This design comes from an exercise in tuning for small area, a short achievable clock period and few clock cycles per item on the open sky130 flow, not from production work.
RTL that was checked went through simulation tests only; none was proved equivalent to the original.

## P
==> module PointAdder, before the edit <==
module PointAdder(point1, point2, den_inv, dbl, add, sum, x3_q, x3_e);
	input [13:0] point1;
	input [13:0] point2;
	input [6:0] den_inv;
	input dbl, add;
	output [13:0] sum;
	output [6:0] x3_q, x3_e;
	wire [6:0] x1 = point1[6:0];
	wire [6:0] y1 = point1[13:7];
	wire [6:0] x2 = point2[6:0];
	wire [6:0] y2 = point2[13:7];
	wire [6:0] num = y1 ^ (y2 & {7{add}});
	wire [6:0] c = x1 & {7{dbl}};
	wire [6:0] q, c_sq, out;
	Mastrovito7 mult2(num, den_inv, q);
	wire [6:0] slope = q ^ c;
	Squarer square(slope, c_sq);
	wire [6:0] point3x = c_sq ^ slope ^ 7'b1 ^ ((x1 ^ x2) & {7{add}});
	assign x3_q = point3x;
	assign x3_e = 7'b0;
	Mastrovito7 mult(slope, x1 ^ point3x, out);
	wire [6:0] point3y = out ^ point3x ^ y1;
	assign sum = (den_inv == 7'd0) ? 14'b0 : {point3y, point3x};
endmodule
==> module PointMultiplier, before the edit <==
module PointMultiplier(point, scalar, clk, start, result, done);
	input [13:0] point;
	input [6:0] scalar;
	input clk, start;
	output [13:0] result;
	output reg done;
	reg [13:0] cur;
	reg [13:0] acc;
	reg [6:0] ks;
	reg ph;
	reg accz;
	reg dbl;
	reg add;
	reg [6:0] invd;
	wire add_now = ks[0] & ~ph;           
	wire real_add = add_now & ~accz;      
	wire triv = add_now & accz;           
	wire last = (ks[6:1] == 6'b0);
	wire acc_zero = (acc == 14'b0);
	wire [13:0] unit_out;
	wire [6:0] x3_q, x3_e;
	PointAdder unit(cur, acc, invd, dbl, add, unit_out, x3_q, x3_e);
	assign result = acc;
	wire accz_n = ~triv & acc_zero;
	wire ks1_n = real_add ? ks[0] : ks[1];
	wire dbl_n = ~(ks1_n & ~real_add & ~accz_n);
	wire [6:0] den_add = accz ? cur[6:0] : acc[6:0];
	wire [6:0] den_n = real_add ? cur[6:0] : (x3_q ^ (x3_e ^ (den_add & {7{~dbl_n}})));
	wire [6:0] invd_n;
	Inverse inv_next(start ? point[6:0] : den_n, invd_n);
	always @(posedge clk) begin
		invd <= invd_n;
		if (start) begin
			cur <= point;
			ks <= scalar;
			ph <= 1'b0;
			accz <= 1'b1;
			dbl <= 1'b1;
			add <= 1'b0;
		end else begin
			ph <= real_add;
			accz <= accz_n;
			dbl <= dbl_n;
			add <= ~dbl_n;
			if (!real_add) begin
				cur <= unit_out;
				ks <= ks >> 1;
			end
		end
	end
	always @(posedge clk) begin
		if (start) begin
			acc <= 14'b0;
			done <= 1'b0;
		end else if (!done) begin
			if (ks == 7'b0) begin
				done <= 1'b1;
			end else begin
				if (triv) acc <= cur;
				if (real_add) acc <= unit_out;
				if ((add_now & last) | (~real_add & (cur[6:0] == 7'b0)))
					done <= 1'b1;
			end
		end
	end
endmodule
Settings: LEC_CHECK=0, CAP_MARGIN=20, CORE_MARGIN=2, CORE_UTILIZATION=55, SETUP_SLACK_MARGIN=3, SLEW_MARGIN=20; clock period 8.0 ns.
standard.sh (not shown) runs the stock make flow with config.mk's settings and CLKGATE_MAP_FILE= SYNTH_SCRIPT=/design/flow/synth_recipe.tcl, a recipe that flattens the netlist after the stock synthesis.
==> flow/flow/run.sh <==
#!/bin/bash
# Layout flow: the standard flow, except that the synthesis's final
# technology mapping (ABC) runs flow/abc.script (Yosys's default ABC script
# for a liberty library, with a relaxed delay target for area recovery)
# instead of ORFS's abc_speed/abc_area script, and the half/full-adder
# extraction is off (this design is XOR logic, not arithmetic).
# Everything before ABC (and so every register, its name and cell) is
# the standard synthesis (synth_recipe.tcl); everything after synthesis
# is standard.sh, with the port buffers that global placement inserts made
# of buf_1 cells (ORFS's BUFFER_PORTS_ARGS) instead of the resizer's pick,
# clkdlybuf4s50_1; repair_design and repair_timing still resize them.
# Logs: synth.log, layout.log.
set -euo pipefail
W=$(pwd)
export MY_ABC_D=$(cat "$W/flow/abc_d.txt" 2>/dev/null || echo 4000)
export MY_ABC_SCRIPT="$W/flow/abc.script"
make -C "$FLOW_HOME" DESIGN_CONFIG="$W/config.mk" WORK_HOME="$W/orfs" CLKGATE_MAP_FILE= \
  SYNTH_SCRIPT="$W/flow/my_synth.tcl" ADDER_MAP_FILE= synth > "$W/synth.log" 2>&1
export BUFFER_PORTS_ARGS="-buffer_cell sky130_fd_sc_hd__buf_1"
bash "$W/standard.sh" > "$W/layout.log" 2>&1
==> flow/flow/abc.script <==
strash; &get -n; &fraig -x; &put; dc2; strash; &get -n; &dch -f; &nf -R 20 {D}; &put; buffer; upsize {D}; dnsize {D}; stime -p
==> flow/flow/abc_d.txt <==
4000
==> flow/flow/my_synth.tcl <==
proc synth {args} { yosys synth -nofsm -noshare {*}$args }
# Same synthesis as synth_recipe.tcl, but the final technology mapping uses
# Yosys's default ABC script with the delay target from MY_ABC_D (ps).
proc abc {args} {
  set keep {}
  set i 0
  while {$i < [llength $args]} {
    set a [lindex $args $i]
    if {$a eq "-script" || $a eq "-D"} {
      incr i 2
      continue
    }
    lappend keep $a
    incr i
  }
  if {[info exists ::env(MY_ABC_SCRIPT)] && $::env(MY_ABC_SCRIPT) ne ""} {
    lappend keep -script $::env(MY_ABC_SCRIPT)
  }
  yosys abc {*}$keep -D [expr {[info exists ::env(MY_ABC_D)] ? $::env(MY_ABC_D) : 4000}]
}
source $::env(SCRIPTS_DIR)/synth.tcl
# left out here: clear keep_hierarchy, flatten, clean up, hide names made inside functions, write 1_2_yosys.v
Testbench counts of P, summed over its fixed seeds: cycles 3,246, items 384.
> inputs changed (P -> Q)
-- flow/design.v --
<<< P, line 169
	end
endmodule
module PointAdder(point1, point2, den_inv, dbl, add, sum, x3_q, x3_e);
	input [13:0] point1;
	input [13:0] point2;
	input [6:0] den_inv;
	input dbl, add;
	output [13:0] sum;
	output [6:0] x3_q, x3_e;
	wire [6:0] x1 = point1[6:0];
	wire [6:0] y1 = point1[13:7];
	wire [6:0] x2 = point2[6:0];
	wire [6:0] y2 = point2[13:7];
	wire [6:0] num = y1 ^ (y2 & {7{add}});
	wire [6:0] c = x1 & {7{dbl}};
	wire [6:0] q, c_sq, out;
>>> Q, line 169
	end
endmodule
module PointAdder(point1, point2, y2m, den_inv, dbl, sum, x3_raw);
	input [13:0] point1;
	input [13:0] point2;
	input [6:0] y2m;
	input [6:0] den_inv;
	input dbl;
	output [13:0] sum;
	output [6:0] x3_raw;
	wire [6:0] x1 = point1[6:0];
	wire [6:0] y1 = point1[13:7];
	wire [6:0] x2 = point2[6:0];
	wire [6:0] num = y1 ^ y2m;
	wire [6:0] c = x1 & {7{dbl}};
	wire [6:0] q, c_sq, out;
<<< P, line 186
	wire [6:0] slope = q ^ c;
	Squarer square(slope, c_sq);
	wire [6:0] point3x = c_sq ^ slope ^ 7'b1 ^ ((x1 ^ x2) & {7{add}});
	assign x3_q = point3x;
	assign x3_e = 7'b0;
	Mastrovito7 mult(slope, x1 ^ point3x, out);
	wire [6:0] point3y = out ^ point3x ^ y1;
	assign sum = (den_inv == 7'd0) ? 14'b0 : {point3y, point3x};
endmodule
>>> Q, line 186
	wire [6:0] slope = q ^ c;
	Squarer square(slope, c_sq);
	wire [6:0] point3x = c_sq ^ slope ^ 7'b1 ^ ((x1 ^ x2) & {7{~dbl}});
	Mastrovito7 mult(slope, x1 ^ point3x, out);
	wire [6:0] point3y = out ^ point3x ^ y1;
	assign x3_raw = point3x;
	assign sum = (den_inv == 7'd0) ? 14'b0 : {point3y, point3x};
endmodule
<<< P, line 205
	reg accz;
	reg dbl;
	reg add;
	reg [6:0] invd;
	wire add_now = ks[0] & ~ph;           
	wire real_add = add_now & ~accz;      
>>> Q, line 204
	reg accz;
	reg dbl;
	reg [6:0] invd;
	reg [6:0] y2m;
	wire add_now = ks[0] & ~ph;           
	wire real_add = add_now & ~accz;      
<<< P, line 213
	wire acc_zero = (acc == 14'b0);
	wire [13:0] unit_out;
	wire [6:0] x3_q, x3_e;
	PointAdder unit(cur, acc, invd, dbl, add, unit_out, x3_q, x3_e);
	assign result = acc;
	wire accz_n = ~triv & acc_zero;
>>> Q, line 212
	wire acc_zero = (acc == 14'b0);
	wire [13:0] unit_out;
	wire [6:0] x3_raw;
	PointAdder unit(cur, acc, y2m, invd, dbl, unit_out, x3_raw);
	assign result = acc;
	wire accz_n = ~triv & acc_zero;
<<< P, line 220
	wire dbl_n = ~(ks1_n & ~real_add & ~accz_n);
	wire [6:0] den_add = accz ? cur[6:0] : acc[6:0];
	wire [6:0] den_n = real_add ? cur[6:0] : (x3_q ^ (x3_e ^ (den_add & {7{~dbl_n}})));
	wire [6:0] invd_n;
	Inverse inv_next(start ? point[6:0] : den_n, invd_n);
>>> Q, line 219
	wire dbl_n = ~(ks1_n & ~real_add & ~accz_n);
	wire [6:0] den_add = accz ? cur[6:0] : acc[6:0];
	wire [6:0] den_n = real_add ? cur[6:0] : (x3_raw ^ (den_add & {7{~dbl_n}}));
	wire [6:0] invd_n;
	Inverse inv_next(start ? point[6:0] : den_n, invd_n);
<<< P, line 231
			accz <= 1'b1;
			dbl <= 1'b1;
			add <= 1'b0;
		end else begin
			ph <= real_add;
			accz <= accz_n;
			dbl <= dbl_n;
			add <= ~dbl_n;
			if (!real_add) begin
				cur <= unit_out;
>>> Q, line 230
			accz <= 1'b1;
			dbl <= 1'b1;
			y2m <= 7'b0;
		end else begin
			ph <= real_add;
			accz <= accz_n;
			dbl <= dbl_n;
			y2m <= (accz ? cur[13:7] : acc[13:7]) & {7{~dbl_n}};
			if (!real_add) begin
				cur <= unit_out;
==> comparison <==
- Compared with P, in Q area fraction of clock buffers and clock inverters has remained practically unchanged, first-pass GRT wire length has increased, xor/xnor cell area share of the yosys netlist has increased.
- Q vs. P: logic depth of the worst setup path including buffers went down by 1.
- Side by side, number of cells produced by synthesis turned out higher in Q than in P.
- For P, the master of the slowest instance on the critical path was sky130_fd_sc_hd__dfxtp_4, unlike Q, where it was sky130_fd_sc_hd__dfxtp_1.
- The synthesized area of Q exceeds that of P by 110 sq um.
- Q has less setup slack than P.
- Looking at maximum frequency, Q sits below P.
- Compare P and Q | number of clock sinks higher: Q
The RTL of Q was laid out without a check of its function.

## re-timing with driven ports
Ports are ideal in the flow. The routed layouts listed here were re-timed in OpenROAD.
Step 1, drivers: a clkbuf_16 drives clk and a buf_2 each remaining input, both assumed.
Step 2 also shifts input and output timing later by t, the mid clock arrival at the registers, as if the neighbouring blocks saw the same clock.
a / b / c = no drivers / after step 1 / after step 2; a / b = the first two.
run	shift t [ns]	setup slack, ns	worst slew at a driven data input, ns
P	0.343	3.211 / 3.211 / 3.211	0.04
Q	0.357	3.124 / 3.124 / 3.124	0.04
After both steps every run listed still meets setup and hold.
